Context: an optimization exercise on an open-source flow, tuned for small area and a short achievable clock period. The choices shown serve that exercise and are no tape-out recipe.
In this exercise RTL edits were held to simulation tests only and were not proved equivalent to the original.

==> flow/design.v <==
module neuron_intra_Nbits #(
parameter N = 16,
parameter N_INPUTS = 16,
parameter LOG_N_INPUTS = 4
) (
    input  wire                         clk,
    input  wire                         rst,
    input  wire                         en,
    input  wire signed [N*N_INPUTS-1:0] W,     
    input  wire signed [N*N_INPUTS-1:0] X_N,   
    output reg signed [         N-1:0] Out
);
  wire signed [2*N*N_INPUTS-1:0] prod;
  wire signed [         N-1:0] act_out;
  genvar i;
  generate
    for (i = 0; i < N_INPUTS; i = i + 1) begin : mults
      wire signed [N-1:0] Wi;
      wire signed [N-1:0] Xi;
      assign Wi = W[i*N+:N];
      assign Xi = X_N[i*N+:N];
      assign prod[i*2*N+:2*N] = Wi * Xi;
    end
  endgenerate
  genvar j, k;
  generate
    for (j = 0; j < LOG_N_INPUTS; j = j + 1) begin : ADDER_TREE
      wire signed [2*N*(N_INPUTS >> (j+1))-1:0] sum_stage;
      if(j == 0) begin
        for (k = 0; k < (N_INPUTS >> (j+1)); k = k + 1) begin : STAGE0
          assign sum_stage[2*k*N+:2*N] = prod[2*k*2*N+:2*N] + prod[(2*k+1)*2*N+:2*N];
        end
      end else begin
        for (k = 0; k < (N_INPUTS >> (j+1)); k = k + 1) begin : STAGEJ
          assign sum_stage[2*k*N+:2*N] = ADDER_TREE[j-1].sum_stage[2*k*2*N+:2*N] + ADDER_TREE[j-1].sum_stage[(2*k+1)*2*N+:2*N];
        end
      end
    end
    wire signed [2*N-1:0] sum_all;
    assign sum_all = ADDER_TREE[LOG_N_INPUTS-1].sum_stage;
  endgenerate
  reg signed [2*N-1:0] acc;
  always @(posedge clk or posedge rst) begin
    if (rst) begin
		acc <= 0;
		Out <= 0;
	 end
    else if (en) begin
		acc <= sum_all;
		Out <= act_out;
	 end
  end
  localparam signed [N-1:0] MAX_VAL = {1'b0, {(N-1){1'b1}}};  
  assign act_out = (acc < 0) ? 0 : (acc > MAX_VAL) ? MAX_VAL : acc;
endmodule
==> flow/run.sh <==
#!/bin/bash
# synth_recipe.tcl (not shown) runs the flow's synth.tcl, then flattens the netlist and writes it again
# the make line also repeats each setting of config.mk as NAME=value (left out here)
make -C /OpenROAD-flow-scripts/flow DESIGN_CONFIG=/design/flow/config.mk WORK_HOME=/design/flow/orfs CLKGATE_MAP_FILE= SYNTH_SCRIPT=/design/flow/synth_recipe.tcl finish
==> flow/config.mk <==
export PLATFORM = sky130hd
export DESIGN_NAME = neuron_intra_Nbits
export DESIGN_NICKNAME = neuron_intra_Nbits
export VERILOG_FILES = /design/flow/design.v
export SDC_FILE = /design/flow/constraint.sdc
export NUM_CORES = 4
export LEC_CHECK = 0
export CAP_MARGIN = 20
export CORE_MARGIN = 2
export CORE_UTILIZATION = 40
export SLEW_MARGIN = 20
==> flow/constraint.sdc <==
create_clock -name core_clock -period 14.0 [get_ports {clk}]
set_input_delay 2.8000 -clock core_clock [delete_from_list [all_inputs] [get_ports {clk}]]
set_output_delay 2.8000 -clock core_clock [all_outputs]
set_load 0.01 [all_outputs]
==> results.py <==
metrics = {
    "layout": {
        "syn_to_final_growth_pct": 9.71,
        "final_cell_mix": "inv_1, fa_1, nand2_1",
        "fin_nets": 23303,
        "layout_commonest_cell": "inv_1",
        "final_cell_area_sq_um": 173000,
        "drive_gt1_frac": 0.0427,
    },
    "yosys": {
        "synth-xor-area-share": 0.0134,
        "async_flop_share": 1.00,
        "synthMuxAreaShare": 0.00188,
        "synth_seq_cells": 48,
        "synth-edff-count": 0,
        "syn_area_per_cell_sq_um": 9.73,
        "synth_seq_area_share": 0.00760,
        "syn_inst": 16233,
        "ys_warn_count": 1,
        "synthSimpleGateAreaFrac": 0.131,
        "mappedNetlistNets": 22618,
        "synth_top_family_by_area": "adder cells",
        "synth_area_sq_um": 158000,
        "synth_fa_ha_area_frac": 0.704,
        "synthDistinctLibCells": 47,
        "ys.flop_type": "dfrtp_1",
        "synth_compound_area_frac": 0.00434,
    },
    "clock_network": {
        "cts_made_buffers": 5,
        "cts_tree": "yes",
        "clock_latency_ns": 0.34,
        "clk_path_buf_depth": 2,
        "ctsHtreeMaxLevel": 2,
        "clkSinkCount": 48,
        "postCtsHoldBufs": 0,
        "root_buffer": "clkbuf_16",
        "post_cts_buffers": 0,
        "cts.reportedPaths.clkPinSlew_ns": 0.10,
    },
    "worst_setup_path": {
        "cp.required_ns": 14.24,
        "endpoint_kind": "flop",
        "path_max_fanout": 10,
        "slowest_delay_ns": 0.72,
        "slowest_stage": "clkdlybuf4s50_1",
        "arrival_ns": 13.77,
        "cp_common_cell": "fa_1",
        "path_class": "input pin to flop",
        "startpoint_type": "input pin",
    },
    "flow_run": {
        "cap_violations": 0,
    },
    "drt": {
        "vias": 107145,
        "drc": 0,
        "drt-initial-drc-count": 7202,
        "antenna_left": 0,
        "dr.pass1.iters": 6,
        "wl_um": 532000,
        "wl_per_cell_um": 24.0,
        "avgViaCountPerCell": 4.83,
    },
    "global_routing": {
        "grt_usage": 0.276,
        "grt_pass1_wl_um": 799000,
        "grt_pass1_vias": 120272,
        "antenna_found_initial": 64,
        "grt-ovfl-total": 0,
        "grt_max_degree": 49,
    },
    "floorplan": {
        "die_w_um": 632,
        "num_rows": 230,
        "dieArea_sq_um": 400000,
        "io_pins": 531,
        "start_util": 0.402,
        "core_sq_um": 393000,
        "die_h_um": 632,
    },
    "sta": {
        "hold_ws_ns": 0.481,
        "min_period_over_period": 0.967,
        "setup_tns_ns": 0,
        "fmax_ghz": 0.0739,
        "tightest_slew_ns": 1.06,
        "setup_viol": 0,
        "fin_crit_ns": 13.54,
        "fin_skew_ns": 0.0268,
        "rsz0062_at_grt": "false",
        "max-slew-margin-rel": 0.293,
        "hold_violations": 0,
        "slew_viol_final": 0,
    },
    "placement": {
        "port_buffers": 530,
        "gp_congestion": 1.04,
        "dpl_cell_area_sq_um": 173000,
        "hpwlAfterDp_um": 494000,
    },
    "worst_hold_path": {
        "hold_class": "flop to flop",
    },
    "run_status": {
        "status": "no timing/DRC/antenna violations",
    },
}
-- final cells by class --
cell class | instances | area [sq um]
clock inverters | 3 | 47.5
inverters | 5257 | 19700
clock buffers | 5 | 125
diodes | 39 | 97.6
multi-input cells | 10406 | 135000
well taps | 5220 | 6530
repair buffers | 1200 | 10500
flip-flops and latches | 48 | 1200
fillers | 38330 | 219000
-- state kept, by name (all words and copies together) (netlist names) --
| signal | flops |
|---|---|
| Out | 16 |
| acc | 32 |
-- repair_timing --
item,CTS,global route
gates resized for setup,0,1
hold endpoints to repair,0,0
endpoints found under the setup margin,0,1
-- cell usage after synthesis (10+ instances only) --
library cell / number / area share
mux2_2: 25 / 0.0018
fa_1: 5042 / 0.64
buf_1: 10 / 0.00024
xnor2_1: 206 / 0.011
dfrtp_1: 48 / 0.0076
nor2_1: 50 / 0.0012
nor2b_1: 74 / 0.0029
nand2b_1: 159 / 0.0063
o21ai_0: 12 / 0.00038
clkbuf_1: 512 / 0.012
inv_1: 5256 / 0.12
and2_1: 1761 / 0.070
xor2_1: 29 / 0.0016
a21o_1: 16 / 0.00076
o31ai_1: 17 / 0.00081
a21oi_1: 25 / 0.00079
ha_1: 828 / 0.066
nand2_1: 2110 / 0.050
-- metrics by stage --
| step | utilization | worst slack (ns) | std cells |
|---|---|---|---|
| 2_1_floorplan | - | 1.40 | 16233 |
| 3_3_place_gp | 0.441 | -0.0331 | 22131 |
| 3_5_place_dp | 0.441 | -0.00532 | 22131 |
| 4_1_cts | 0.441 | 0.352 | 22139 |
| 5_1_grt | 0.441 | 0.132 | 22168 |
| 6_report | 0.441 | 0.462 | 22178 |
-- critical path: cells and delay by family --
kind / cells / cell delay (ns)
adder cells (fa/ha/maj): 13 / 7.18
XOR/XNOR: 9 / 1.77
buffers and inverters: 9 / 1.40
AND/OR/NAND/NOR: 1 / 0.36
multiplexers: 1 / 0.25
-- path summary, 6_finish.rpt --
path                                      from                   to  slack (ns)  cells after the start
max                                     X_N[2]  acc[31]$_DFFE_PP0P_        0.46                     33
min                         Out[7]$_DFFE_PP0P_   Out[7]$_DFFE_PP0P_        0.48                      2
max reg2reg                acc[19]$_DFFE_PP0P_  Out[13]$_DFFE_PP0P_       11.66                      4
min reg2reg                 Out[7]$_DFFE_PP0P_   Out[7]$_DFFE_PP0P_        0.48                      2
max in group asynchronous                  rst  acc[24]$_DFFE_PP0P_       10.52                      3
min in group asynchronous                  rst   acc[6]$_DFFE_PP0P_        2.98                      3
-- cells by family (layout without fill, tap and decap cells) --
logic type,after synthesis,count (layout)
AND/OR/NAND/NOR,4173,4173
AO/OA/AOI/OAI,99,99
flip-flops,48,48
buffers and inverters,5779,6465
XOR/XNOR,238,238
other,0,39
multiplexers,26,26
adder cells (fa/ha/maj),5870,5870
-- routing by layer --
layer | global-route usage | vias to the layer above | part of all wire
met5 | 0 | - | 0.00013
met4 | 0.129 | 10 | 0.057
met3 | 0.0325 | 709 | 0.063
met2 | 0.473 | 3716 | 0.50
met1 | 0.348 | 57303 | 0.38
li1 | - | 45407 | -

[separate check: timing with driven ports]
The results above use ideal ports. As a check the final layout listed here was re-extracted and re-timed, cells and wires unchanged. Step 1 assumes that a clkbuf_16 drives the clock port and a buf_2 every other input. Step 2 adds t to the input delays and takes it off the output delays; t is the mean of the earliest and latest rising clock arrival at the registers after step 1. Input paths then give back, and output paths get back, about the clock's delay inside the block. Three values: ideal, step 1, step 2; two values: the first two.
shift t [ns]: 0.390
slack for setup (ns): 0.462 / 0.428 / 0.039
hold WS [ns]: 0.481 / 0.481 / 0.481
After both steps setup and hold are still met in this run. The setup slack of this run moves by -0.034 ns with the drivers and by -0.423 ns with both steps.
